Source: an optimization exercise on an open RTL-to-GDS flow (aim: small area). Production flows keep margins and buffers that such runs may drop.
Function was checked by simulation only, so behaviour that the tests miss may differ from the original.

job 8025:
// main
module main(clk, rst, ena, state_0, cells);
parameter N = 16;
input wire clk;
input wire rst;
input wire ena;
input wire [N*N-1:0] state_0;
output logic [N*N-1:0] cells;
logic [N*N-1:0] p0, p1, t0, t1;
logic [N*N-1:0] n0, kk, w0, w1;
logic [N*N-1:0] nxt;
logic ld, n_st, hd;
assign ld = rst;
assign n_st = rst | ~ena;
assign hd = ~rst & ~ena;
genvar x, y;
generate
  for (y = 0; y < N; y = y + 1) begin : g_row
    for (x = 0; x < N; x = x + 1) begin : g_col
      localparam int I = N*y + x;
      if (y == 0) begin : g_top
        assign p0[I] = cells[I+N];
        assign p1[I] = 1'b0;
        half_adder vt (.a(cells[I+N]), .b(cells[I]), .sum(t0[I]), .c_out(t1[I]));
      end else if (y == N-1) begin : g_bot
        assign p0[I] = cells[I-N];
        assign p1[I] = 1'b0;
        half_adder vt (.a(cells[I-N]), .b(cells[I]), .sum(t0[I]), .c_out(t1[I]));
      end else begin : g_mid
        half_adder vp (.a(cells[I-N]), .b(cells[I+N]), .sum(p0[I]), .c_out(p1[I]));
        gate_xor2 vt0 (.a(p0[I]), .b(cells[I]), .y(t0[I]));
        gate_a21o vt1 (.a1(p0[I]), .a2(cells[I]), .b1(p1[I]), .y(t1[I]));
      end
      if (x == 0) begin : g_left
        half_adder h0 (.a(t0[I+1]), .b(p0[I]), .sum(n0[I]), .c_out(kk[I]));
        if (y == 0 || y == N-1) begin : g_corner
          assign w0[I] = t1[I+1];
          assign w1[I] = 1'b0;
        end else begin : g_edge
          half_adder h1 (.a(t1[I+1]), .b(p1[I]), .sum(w0[I]), .c_out(w1[I]));
        end
      end else if (x == N-1) begin : g_right
        half_adder h0 (.a(t0[I-1]), .b(p0[I]), .sum(n0[I]), .c_out(kk[I]));
        if (y == 0 || y == N-1) begin : g_corner
          assign w0[I] = t1[I-1];
          assign w1[I] = 1'b0;
        end else begin : g_edge
          half_adder h1 (.a(t1[I-1]), .b(p1[I]), .sum(w0[I]), .c_out(w1[I]));
        end
      end else begin : g_inner
        adder_1 h0 (.a(t0[I-1]), .b(p0[I]), .c_in(t0[I+1]), .sum(n0[I]), .c_out(kk[I]));
        if (y == 0 || y == N-1) begin : g_edge
          half_adder h1 (.a(t1[I-1]), .b(t1[I+1]), .sum(w0[I]), .c_out(w1[I]));
        end else begin : g_mid
          adder_1 h1 (.a(t1[I-1]), .b(p1[I]), .c_in(t1[I+1]), .sum(w0[I]), .c_out(w1[I]));
        end
      end
  ...
==> flow/config.mk <==
export PLATFORM = sky130hd
export DESIGN_NAME = main
export DESIGN_NICKNAME = main
export VERILOG_FILES = /design/flow/design.v
export SDC_FILE = /design/flow/constraint.sdc
export NUM_CORES = 4
export LEC_CHECK = 0
export CAP_MARGIN = 0
export CORE_MARGIN = 2
export CORE_UTILIZATION = 70
export PLACE_DENSITY = 0.8
export SLEW_MARGIN = 0
export SYNTH_HIERARCHICAL = 1
==> flow/constraint.sdc <==
create_clock -name core_clock -period 5.0 [get_ports {clk}]
set_input_delay 1.0000 -clock core_clock [delete_from_list [all_inputs] [get_ports {clk}]]
set_output_delay 1.0000 -clock core_clock [all_outputs]
set_load 0.01 [all_outputs]
standard.sh (not shown) runs the stock make flow with config.mk's settings and CLKGATE_MAP_FILE= SYNTH_SCRIPT=/design/flow/synth_recipe.tcl, a recipe that flattens the netlist after the stock synthesis.
==> flow/flow/run.sh <==
#!/bin/bash
# Own flow: the standard layout, with three changes:
#  - after synthesis, every combinational cell gets its smallest drive strength
#    (flow/downsize.tcl); the resizer repairs slew, capacitance and timing later;
#  - the port buffers are sky130_fd_sc_hd__buf_1;
#  - clock tree synthesis without dummy loads.
set -euo pipefail
here=$(pwd)
bash standard.sh \
  "POST_SYNTH_TCL=$here/flow/downsize.tcl" \
  "BUFFER_PORTS_ARGS=-buffer_cell sky130_fd_sc_hd__buf_1" \
  "CTS_ARGS=-sink_clustering_enable -repair_clock_nets -dont_use_dummy_load -buf_list sky130_fd_sc_hd__clkbuf_4 -sink_clustering_size 12 -sink_clustering_max_diameter 40" \
  finish > "$here/standard_flow.log" 2>&1
==> flow/flow/downsize.tcl <==
# Post-synthesis hook: give every combinational cell the smallest drive
# strength of its function (the resizer repairs slew and timing later).
# Sequential cells keep the cell the standard synthesis gave them.
set db [ord::get_db]
set block [ord::get_db_block]
set n 0
foreach inst [$block getInsts] {
  set m [$inst getMaster]
  set name [$m getName]
  if { ![regexp {^(sky130_fd_sc_hd__[a-z0-9]+)_([0-9]+)$} $name -> base drive] } { continue }
  if { [regexp {^sky130_fd_sc_hd__(df|edf|sdf|sedf|dl|clkbuf|conb|tap|fill|decap)} $base] } { continue }
  set best $m
  set best_area [expr { [$m getWidth] * [$m getHeight] }]
  foreach d {0 1 2} {
    set cand [$db findMaster "${base}_$d"]
    if { $cand eq "NULL" || $cand eq "" } { continue }
    set a [expr { [$cand getWidth] * [$cand getHeight] }]
    if { $a < $best_area } { set best $cand; set best_area $a }
  }
  if { $best ne $m } {
    $inst swapMaster $best
    incr n
  }
}
puts "downsize: $n cells given a smaller drive strength"
Having completed the whole flow, job 8025 delivered a layout that passed the timing, design-rule and antenna checks.
## Diff of input files: job 4116 against job 8025
- CORE_UTILIZATION: 70 -> 45
- CAP_MARGIN: 0 -> 20
- SLEW_MARGIN: 0 -> 20
- PLACE_DENSITY: 0.8 -> 0.6
-- flow/flow/run.sh --
<<< job 8025, line 10
  "POST_SYNTH_TCL=$here/flow/downsize.tcl" \
  "BUFFER_PORTS_ARGS=-buffer_cell sky130_fd_sc_hd__buf_1" \
  "CTS_ARGS=-sink_clustering_enable -repair_clock_nets -dont_use_dummy_load -buf_list sky130_fd_sc_hd__clkbuf_4 -sink_clustering_size 12 -sink_clustering_max_diameter 40" \
  finish > "$here/standard_flow.log" 2>&1
>>> job 4116, line 10
  "POST_SYNTH_TCL=$here/flow/downsize.tcl" \
  "BUFFER_PORTS_ARGS=-buffer_cell sky130_fd_sc_hd__buf_1" \
  "CTS_ARGS=-sink_clustering_enable -repair_clock_nets -dont_use_dummy_load -buf_list sky130_fd_sc_hd__clkbuf_4 -sink_clustering_size 8 -sink_clustering_max_diameter 40" \
  finish > "$here/standard_flow.log" 2>&1
Findings:
- Sort job 4116 and job 8025 by number of placed instances, taps included, ascending, and job 8025 comes first.
- Comparing job 4116 and job 8025, the lower HPWL after detailed placement was measured on job 8025.
- Job 4116 ended with more filler cell count than job 8025.
- Summary: routed wire length, job 4116 worse than job 8025
- NOTE: global-route wire length before repair in job 4116 exceeds that of job 8025
- Of job 4116 and job 8025, it is job 4116 that has the higher worst hold slack across all endpoints.
- Job 4116 vs job 8025: routing usage on met3 down in job 4116


## build 43
main again, from the RTL that the note above started with.
Design main, start of the top module:
module main(clk, rst, ena, state_0, cells);
parameter N = 16;
input wire clk;
input wire rst;
input wire ena;
input wire [N*N-1:0] state_0;
output logic [N*N-1:0] cells;
logic [N*N-1:0] p0, p1, t0, t1;
logic [N*N-1:0] n0, kk, w0, w1;
logic [N*N-1:0] nxt;
logic ld, n_st, hd;
assign ld = rst;
assign n_st = rst | ~ena;
assign hd = ~rst & ~ena;
genvar x, y;
generate
  for (y = 0; y < N; y = y + 1) begin : g_row
    for (x = 0; x < N; x = x + 1) begin : g_col
      localparam int I = N*y + x;
      if (y == 0) begin : g_top
        assign p0[I] = cells[I+N];
        assign p1[I] = 1'b0;
        half_adder vt (.a(cells[I+N]), .b(cells[I]), .sum(t0[I]), .c_out(t1[I]));
      end else if (y == N-1) begin : g_bot
        assign p0[I] = cells[I-N];
        assign p1[I] = 1'b0;
        half_adder vt (.a(cells[I-N]), .b(cells[I]), .sum(t0[I]), .c_out(t1[I]));
      end else begin : g_mid
        half_adder vp (.a(cells[I-N]), .b(cells[I+N]), .sum(p0[I]), .c_out(p1[I]));
        gate_xor2 vt0 (.a(p0[I]), .b(cells[I]), .y(t0[I]));
        gate_a21o vt1 (.a1(p0[I]), .a2(cells[I]), .b1(p1[I]), .y(t1[I]));
      end
      if (x == 0) begin : g_left
        half_adder h0 (.a(t0[I+1]), .b(p0[I]), .sum(n0[I]), .c_out(kk[I]));
        if (y == 0 || y == N-1) begin : g_corner
          assign w0[I] = t1[I+1];
          assign w1[I] = 1'b0;
        end else begin : g_edge
          half_adder h1 (.a(t1[I+1]), .b(p1[I]), .sum(w0[I]), .c_out(w1[I]));
        end
      end else if (x == N-1) begin : g_right
        half_adder h0 (.a(t0[I-1]), .b(p0[I]), .sum(n0[I]), .c_out(kk[I]));
        if (y == 0 || y == N-1) begin : g_corner
          assign w0[I] = t1[I-1];
          assign w1[I] = 1'b0;
        end else begin : g_edge
          half_adder h1 (.a(t1[I-1]), .b(p1[I]), .sum(w0[I]), .c_out(w1[I]));
        end
      end else begin : g_inner
        adder_1 h0 (.a(t0[I-1]), .b(p0[I]), .c_in(t0[I+1]), .sum(n0[I]), .c_out(kk[I]));
        if (y == 0 || y == N-1) begin : g_edge
          half_adder h1 (.a(t1[I-1]), .b(t1[I+1]), .sum(w0[I]), .c_out(w1[I]));
        end else begin : g_mid
          adder_1 h1 (.a(t1[I-1]), .b(p1[I]), .c_in(t1[I+1]), .sum(w0[I]), .c_out(w1[I]));
        end
      end
      conway_cell #(.has_w1((x > 0 && x < N-1) || (y > 0 && y < N-1)))
  ...
export LEC_CHECK = 0
export CAP_MARGIN = 0
export CORE_MARGIN = 2
export CORE_UTILIZATION = 60
export PLACE_DENSITY = 0.7
export SLEW_MARGIN = 0
export SYNTH_HIERARCHICAL = 1
create_clock -name core_clock -period 5.0 [get_ports {clk}]
==> flow/flow/run.sh <==
#!/bin/bash
# Own flow: the standard layout, with three changes:
#  - after synthesis, every combinational cell gets its smallest drive strength
#    (flow/downsize.tcl); the resizer repairs slew, capacitance and timing later;
#  - the port buffers are sky130_fd_sc_hd__buf_1;
#  - clock tree synthesis without dummy loads.
set -euo pipefail
here=$(pwd)
bash standard.sh \
  "POST_SYNTH_TCL=$here/flow/downsize.tcl" \
  "BUFFER_PORTS_ARGS=-buffer_cell sky130_fd_sc_hd__buf_1" \
  "CTS_ARGS=-sink_clustering_enable -repair_clock_nets -dont_use_dummy_load -buf_list sky130_fd_sc_hd__clkbuf_4 -sink_clustering_size 10 -sink_clustering_max_diameter 50" \
  finish > "$here/standard_flow.log" 2>&1
Scripts as last shown in full above: flow/flow/downsize.tcl
Inputs modified between build 43 and build 87:
Settings: PLACE_DENSITY now 0.8, was 0.7; CORE_UTILIZATION now 70, was 60.
--- a/flow/flow/run.sh
+++ b/flow/flow/run.sh
@@ -11,3 +11,3 @@
   "BUFFER_PORTS_ARGS=-buffer_cell sky130_fd_sc_hd__buf_1" \
-  "CTS_ARGS=-sink_clustering_enable -repair_clock_nets -dont_use_dummy_load -buf_list sky130_fd_sc_hd__clkbuf_4 -sink_clustering_size 10 -sink_clustering_max_diameter 50" \
+  "CTS_ARGS=-sink_clustering_enable -repair_clock_nets -dont_use_dummy_load -buf_list sky130_fd_sc_hd__clkbuf_4 -sink_clustering_size 8 -sink_clustering_max_diameter 45" \
   finish > "$here/standard_flow.log" 2>&1
Findings:
Between build 87 and build 43, the sequential share of cell area figures differ only marginally. Build 87 vs build 43: CTS buffer count up by a few percent. Critical path startpoint: rst -> build 43, cells[24] -> build 87. Compared with build 43, build 87 shows a lower delay of the slowest cell on the worst path. Of the two values seen for critical path start-end classification, reg -> out was produced by build 87 and in -> reg by build 43. Fmax: build 87 above build 43. Relative to build 43, top fanout value on the critical path decreased by 68 in build 87. In terms of routed wire length, build 87 and build 43 differ only marginally.
[inputs] build 39 vs build 87
--- a/flow/flow/run.sh
+++ b/flow/flow/run.sh
@@ -11,3 +11,3 @@
   "BUFFER_PORTS_ARGS=-buffer_cell sky130_fd_sc_hd__buf_1" \
-  "CTS_ARGS=-sink_clustering_enable -repair_clock_nets -dont_use_dummy_load -buf_list sky130_fd_sc_hd__clkbuf_4 -sink_clustering_size 8 -sink_clustering_max_diameter 45" \
+  "CTS_ARGS=-sink_clustering_enable -repair_clock_nets -dont_use_dummy_load -buf_list sky130_fd_sc_hd__clkbuf_4 -sink_clustering_size 8 -sink_clustering_max_diameter 40" \
   finish > "$here/standard_flow.log" 2>&1
Notes after the runs:
In terms of maximum single-stage delay on the critical path, build 39 and build 87 differ only marginally.
Final worst setup slack deteriorates in build 39 relative to build 87.
Tapcell count came out exactly the same in build 39 and build 87.
For the total number of vias, build 39 came in about 0.47% higher than build 87 did.
Build 39 vs. build 87: clock buffer count from CTS +8.
Compared with build 87, in build 39 buffer depth of the longest clock path did not really move; relative area change from synthesis to final layout went up by 0.21 points.
Here is what was changed in the inputs of build 78 compared with build 39.
Settings: swapping 0.8 for 0.7 in PLACE_DENSITY; swapping 70 for 60 in CORE_UTILIZATION.
Notes after the runs:
The height of the die in build 39 is 0.927 times that in build 78. Compared with build 39, in build 78 number of nets in the layout went up about 0.34%, die outline area increased about 16%. Measured against each other, build 39 and build 78 differ in TritonCTS buffer count, the lower figure coming from build 39. Summary of build 78 over build 39: synthesized area closely matched the old numbers; routed wire length now sits at about the same level; layout-stage area growth over the synthesis result now larger; final setup slack of the worst path shows a reduction of 190 ps.

what the ideal ports hide:
The flow's constraints put no driver on any port. The routed layouts listed below were extracted and timed again, unchanged, in two steps.
Step 1 assumes that a clkbuf_16 drives the clock port and a buf_2 every other input.
Step 2 adds t to the input delays and takes it off the output delays; t is the mean of the earliest and latest rising clock arrival at the registers after step 1. Input paths then give back, and output paths get back, about the clock's delay inside the block.
Three values: no drivers, after step 1, after step 2; two values: the first two.
run | t, ns | setup WS [ns] | cell pins on the clock port's net
job 8025 | 0.893 | 2.259 / 2.204 / 1.679 | 1
job 4116 | 0.850 | 2.394 / 2.335 / 1.875 | 1
build 43 | 0.875 | 2.144 / 2.180 / 1.305 | 1
build 87 | 0.855 | 2.291 / 2.236 / 1.664 | 1
build 39 | 0.893 | 2.259 / 2.204 / 1.679 | 1
build 78 | 0.847 | 2.073 / 2.106 / 1.259 | 1
After both steps every run listed still meets setup and hold. For build 43, which loses most, drivers alone change the setup slack by +0.036 ns; drivers and shift together by -0.839 ns.
